This design comes from an exercise in tuning for small area on the open sky130 flow, not from production work. Function was checked by simulation only, so behaviour that the tests miss may differ from the original. Power and IR drop assume default switching activity.

## tomasulim
module tomasulim(CLK, CLR, mem_addr, mem_wdata, mem_we, mem_rdata, cdb_we, cdb_rd, cdb_tag, cdb_data);
Size in the first run: ~3,200 cells after synthesis, ~33,000 um^2 of cells after synthesis.
clock: 10.0 ns
lec_check: 0
abc_area: 1
cap_margin: 20
core_margin: 2
core_utilization: 40
cts_buf_list: sky130_fd_sc_hd__clkbuf_16
cts_cluster_diameter: 60
cts_cluster_size: 30
place_density: 0.6
slew_margin: 20
run.sh (not shown) runs the stock make flow with config.mk's settings and CLKGATE_MAP_FILE= SYNTH_SCRIPT=/design/flow/synth_recipe.tcl, a recipe that flattens the netlist after the stock synthesis.
The baseline completed with no timing, DRC or antenna violations.
Rerun with:
CORE_UTILIZATION = 50   (was 40)
CTS_BUF_LIST = sky130_fd_sc_hd__clkbuf_8 sky130_fd_sc_hd__clkbuf_16   (was sky130_fd_sc_hd__clkbuf_16)
CTS_CLUSTER_DIAMETER = 80   (was 60)
CTS_CLUSTER_SIZE = 24   (was 30)
PLACE_DENSITY = 0.65   (was 0.6)
What happened:
- non-clock buffer count shrinks by 4
- sequential cell count stays the same
- power goes down by 3.5%
- count of clock-buffer cells in the layout is lower by 4
- worst hold slack barely changes
- area after synthesis does not change
Rerun with:
==> flow/flow/run.sh (new file) <==
#!/bin/bash
set -euo pipefail
here=$(pwd)
rm -rf "$here/orfs_scripts"
cp -r "$FLOW_HOME/scripts" "$here/orfs_scripts"
cp "$here/flow/abc_area.script" "$here/orfs_scripts/abc_area.script"
bash standard.sh SCRIPTS_DIR="$here/orfs_scripts" ABC_AREA=1 finish > "$here/standard_flow.log" 2>&1
==> flow/flow/abc_area.script (new file) <==
strash
balance
rewrite
refactor
balance
rewrite
rewrite -z
balance
refactor -z
rewrite -z
balance
dch -f
amap
strash
dch -f
amap
topo
stime -c
buffer -c
upsize -c
dnsize -c
==> flow/standard.sh (new file) <==
#!/bin/bash
# synth_recipe.tcl (not shown) runs the flow's synth.tcl, then flattens the netlist and writes it again
# the make line also repeats each setting of config.mk as NAME=value (left out here)
make -C /OpenROAD-flow-scripts/flow DESIGN_CONFIG=/design/flow/config.mk WORK_HOME=/design/flow/orfs CLKGATE_MAP_FILE= SYNTH_SCRIPT=/design/flow/synth_recipe.tcl "${@:-finish}"
removed: flow/run.sh
=>
- setup slack got worse by 1.5 ns
- first-iteration DRC count went up by about 23%
- design area fell by about 2.8%
- routed wire length is higher by about 3.6%
- die area is lower by 3.5%
- via count shrinks by about 1.4%
- total power went down by about 6%

* * *

== the previous run ==
Another version of the RTL of tomasulim (not shown whole).
Size in the first run: roughly 34000 um^2 of cells after synthesis.
==> flow/config.mk <==
export PLATFORM = sky130hd
export DESIGN_NAME = tomasulim
export DESIGN_NICKNAME = tomasulim
export VERILOG_FILES = /design/flow/design.v
export SDC_FILE = /design/flow/constraint.sdc
export NUM_CORES = 4
export LEC_CHECK = 0
export CAP_MARGIN = 20
export CORE_MARGIN = 2
export CORE_UTILIZATION = 40
export PLACE_DENSITY = 0.6
export SLEW_MARGIN = 20
==> flow/constraint.sdc <==
create_clock -name core_clock -period 10.0 [get_ports {CLK}]
set_input_delay 2.0000 -clock core_clock [delete_from_list [all_inputs] [get_ports {CLK}]]
set_output_delay 2.0000 -clock core_clock [all_outputs]
set_load 0.01 [all_outputs]
Stock flow here: none of the scripts above is used.
For the current run, these inputs were changed with respect to the previous run:
Settings: swapping 40 for 60 in CORE_UTILIZATION; swapping 0.6 for 0.75 in PLACE_DENSITY; putting ABC_AREA at 1 where nothing was set; putting CTS_CLUSTER_SIZE at 30 where nothing was set; putting CTS_BUF_LIST at sky130_fd_sc_hd__clkbuf_4 where nothing was set.
==> comparison <==
- Diff the previous run and the current run: number of nets at the end of the flow lower in the previous run
- Density: the current run denser than the previous run
- Compared with the previous run, the current run shows a insertion delay of the later-clocked pin in the worst-skew pair that is 430 ps higher.
- The current run vs the previous run — proportion of total power due to net switching rose 3.3 points.
- The final reports for the current run and the previous run show total wirelength of the detailed-routed design lower in the former.
- In the tables for the previous run and the current run, starting density of the core reads lower with the previous run.
- Share of cells above drive strength 1 was higher in the run labelled the previous run.

* * *

Setup of harbor:
Another version of the RTL of tomasulim (not shown whole).
Size in the first run: roughly 2800 cells after synthesis, about 700 flip-flops, roughly 64 I/O pins, roughly 0.031 mm² of cells after synthesis.
==> flow/config.mk <==
export PLATFORM = sky130hd
export DESIGN_NAME = tomasulim
export DESIGN_NICKNAME = tomasulim
export VERILOG_FILES = /design/flow/design.v
export SDC_FILE = /design/flow/constraint.sdc
export NUM_CORES = 4
export LEC_CHECK = 0
export ABC_AREA = 1
export CAP_MARGIN = 20
export CORE_MARGIN = 2
export CORE_UTILIZATION = 50
export CTS_BUF_LIST = sky130_fd_sc_hd__clkbuf_8
export CTS_CLUSTER_DIAMETER = 60
export CTS_CLUSTER_SIZE = 16
export PLACE_DENSITY = 0.65
export SLEW_MARGIN = 20
==> flow/constraint.sdc <==
create_clock -name core_clock -period 10.0 [get_ports {CLK}]
set_input_delay 2.0000 -clock core_clock [delete_from_list [all_inputs] [get_ports {CLK}]]
set_output_delay 2.0000 -clock core_clock [all_outputs]
set_load 0.01 [all_outputs]
standard.sh (not shown) runs the stock make flow with config.mk's settings and CLKGATE_MAP_FILE= SYNTH_SCRIPT=/design/flow/synth_recipe.tcl, a recipe that flattens the netlist after the stock synthesis.
==> flow/flow/run.sh <==
#!/bin/bash
set -euo pipefail
here=$(pwd)
rm -rf "$here/orfs_scripts"
cp -r "$FLOW_HOME/scripts" "$here/orfs_scripts"
cp "$here/flow/abc_area.script" "$here/orfs_scripts/abc_area.script"
sed -i 's/^  -sink_clustering_enable \\$/  -sink_clustering_enable -dont_use_dummy_load \\/' "$here/orfs_scripts/cts.tcl"
grep -q -- '-dont_use_dummy_load' "$here/orfs_scripts/cts.tcl"
bash standard.sh SCRIPTS_DIR="$here/orfs_scripts" ABC_AREA=1 "BUFFER_PORTS_ARGS=-buffer_cell sky130_fd_sc_hd__buf_1" finish > "$here/standard_flow.log" 2>&1
==> flow/flow/abc_area.script <==
strash
balance
rewrite
refactor
balance
rewrite
rewrite -z
balance
refactor -z
rewrite -z
balance
dch -f
amap
strash
dch -f
amap
topo
stime -c
buffer -c
upsize -c
dnsize -c
The flow did not stop early for harbor: all stages ran, and the layout cleared the timing, design-rule and antenna checks.
Inputs modified between harbor and amber:
- CAP_MARGIN now 0, was 20
- SLEW_MARGIN now 0, was 20
--- a/flow/flow/abc_area.script
+++ b/flow/flow/abc_area.script
@@ -13 +13 @@
-amap
+amap -F 2 -A 8
@@ -16 +16 @@
-amap
+amap -F 2 -A 8
==> comparison <==
Comparing amber and harbor, the higher final wirelength was measured on amber. amber against harbor: power share of the sequential group increased 0.5 points; slack of the worst reg-to-reg path decreased 0.16 ns.
Edits applied to the flow inputs when going from amber to umber:
- swapping 0 for 20 in SLEW_MARGIN
- swapping 0 for 20 in CAP_MARGIN
--- a/flow/flow/abc_area.script
+++ b/flow/flow/abc_area.script
@@ -13 +13 @@
-amap -F 2 -A 8
+amap
@@ -16 +16 @@
-amap -F 2 -A 8
+amap
==> run summary <==
The cell area of amber and that of umber are within noise of each other. Re number of clock buffers in the layout: no difference whatsoever between umber and amber. Compared umber against amber; post-synthesis instance total within noise. Setup slack in umber is larger than in amber. umber vs. amber: wire length after detailed routing lower, sequential power lower, fraction of met3 tracks used by global routing higher, switching power roughly the same, global-route usage lower. Side by side, number of multi-input combinational cells turned out higher in umber than in amber. In umber relative to amber, via-per-instance ratio had gone up slightly.
#### Input delta (zinc over umber)
- CTS_BUF_LIST changed from sky130_fd_sc_hd__clkbuf_8 to sky130_fd_sc_hd__clkbuf_4 sky130_fd_sc_hd__clkbuf_8
- CTS_CLUSTER_SIZE changed from 16 to 12
- CTS_CLUSTER_DIAMETER changed from 60 to 50
--- a/flow/flow/run.sh
+++ b/flow/flow/run.sh
@@ -9 +9 @@
-bash standard.sh SCRIPTS_DIR="$here/orfs_scripts" ABC_AREA=1 "BUFFER_PORTS_ARGS=-buffer_cell sky130_fd_sc_hd__buf_1" finish > "$here/standard_flow.log" 2>&1
+bash standard.sh SCRIPTS_DIR="$here/orfs_scripts" ABC_AREA=1 finish > "$here/standard_flow.log" 2>&1
--- outcome ---
- NOTE final net count umber->zinc increased slightly
- In the final design statistics, zinc uses more standard cells in total than umber.
- Number of buffers inserted by hold repair at cts: zinc vs umber — no meaningful difference
> inputs changed (zinc -> juniper)
- a change of CTS_BUF_LIST from sky130_fd_sc_hd__clkbuf_4 sky130_fd_sc_hd__clkbuf_8 to sky130_fd_sc_hd__clkbuf_8
- a change of CTS_CLUSTER_DIAMETER from 50 to 60
- a change of CTS_CLUSTER_SIZE from 12 to 16
--- a/flow/flow/run.sh
+++ b/flow/flow/run.sh
@@ -9 +9 @@
-bash standard.sh SCRIPTS_DIR="$here/orfs_scripts" ABC_AREA=1 finish > "$here/standard_flow.log" 2>&1
+bash standard.sh SCRIPTS_DIR="$here/orfs_scripts" ABC_AREA=1 "BUFFER_PORTS_ARGS=-buffer_cell sky130_fd_sc_hd__buf_1" finish > "$here/standard_flow.log" 2>&1
--- a/flow/flow/abc_area.script
+++ b/flow/flow/abc_area.script
@@ -13 +13 @@
-amap
+amap -F 2 -A 8
@@ -16 +16 @@
-amap
+amap -F 2 -A 8
### Flow results
juniper gives less basic-gate share of the synthesized area counting and, or, nand and nor cells than zinc did. Final period utilization: higher on juniper. Between zinc and juniper, the cell count went up. The total congestion overflow on juniper is in line with that on zinc. zinc has a lower clock latency on the worst-skew pair than juniper.

## what the ideal ports hide
The results above use ideal ports. As a check the final layouts listed here were re-extracted and re-timed, cells and wires unchanged.
Step 1: set_driving_cell puts a clkbuf_16 on CLK and a buf_2 on each other input, an assumption about the parent block.
Step 2, shift: input delay + t, output delay - t, t = (earliest + latest rising clock arrival at the registers) / 2. This alone moves slack from input paths to output paths.
Slacks: ideal ports / drivers / drivers and shift; pairs: ideal ports / drivers.
run	t, ns	setup slack, ns	worst register clock-pin slew, ns
the first run of note 1	0.692	3.862 / 3.833 / 3.862	0.12 / 0.12
the second run of note 1	0.647	3.752 / 3.752 / 3.752	0.10 / 0.10
the third run of note 1	0.657	2.282 / 2.282 / 2.282	0.10 / 0.10
the previous run	0.688	2.839 / 2.839 / 2.839	0.06 / 0.06
the current run	1.087	3.240 / 3.240 / 3.240	0.08 / 0.08
harbor	0.747	3.016 / 3.016 / 3.016	0.11 / 0.11
amber	0.736	2.859 / 2.859 / 2.859	0.11 / 0.11
umber	0.747	3.016 / 3.016 / 3.016	0.11 / 0.11
zinc	0.703	3.169 / 3.169 / 3.169	0.08 / 0.08
juniper	0.738	2.843 / 2.843 / 2.843	0.11 / 0.11
After both steps setup and hold are still met in every run listed.
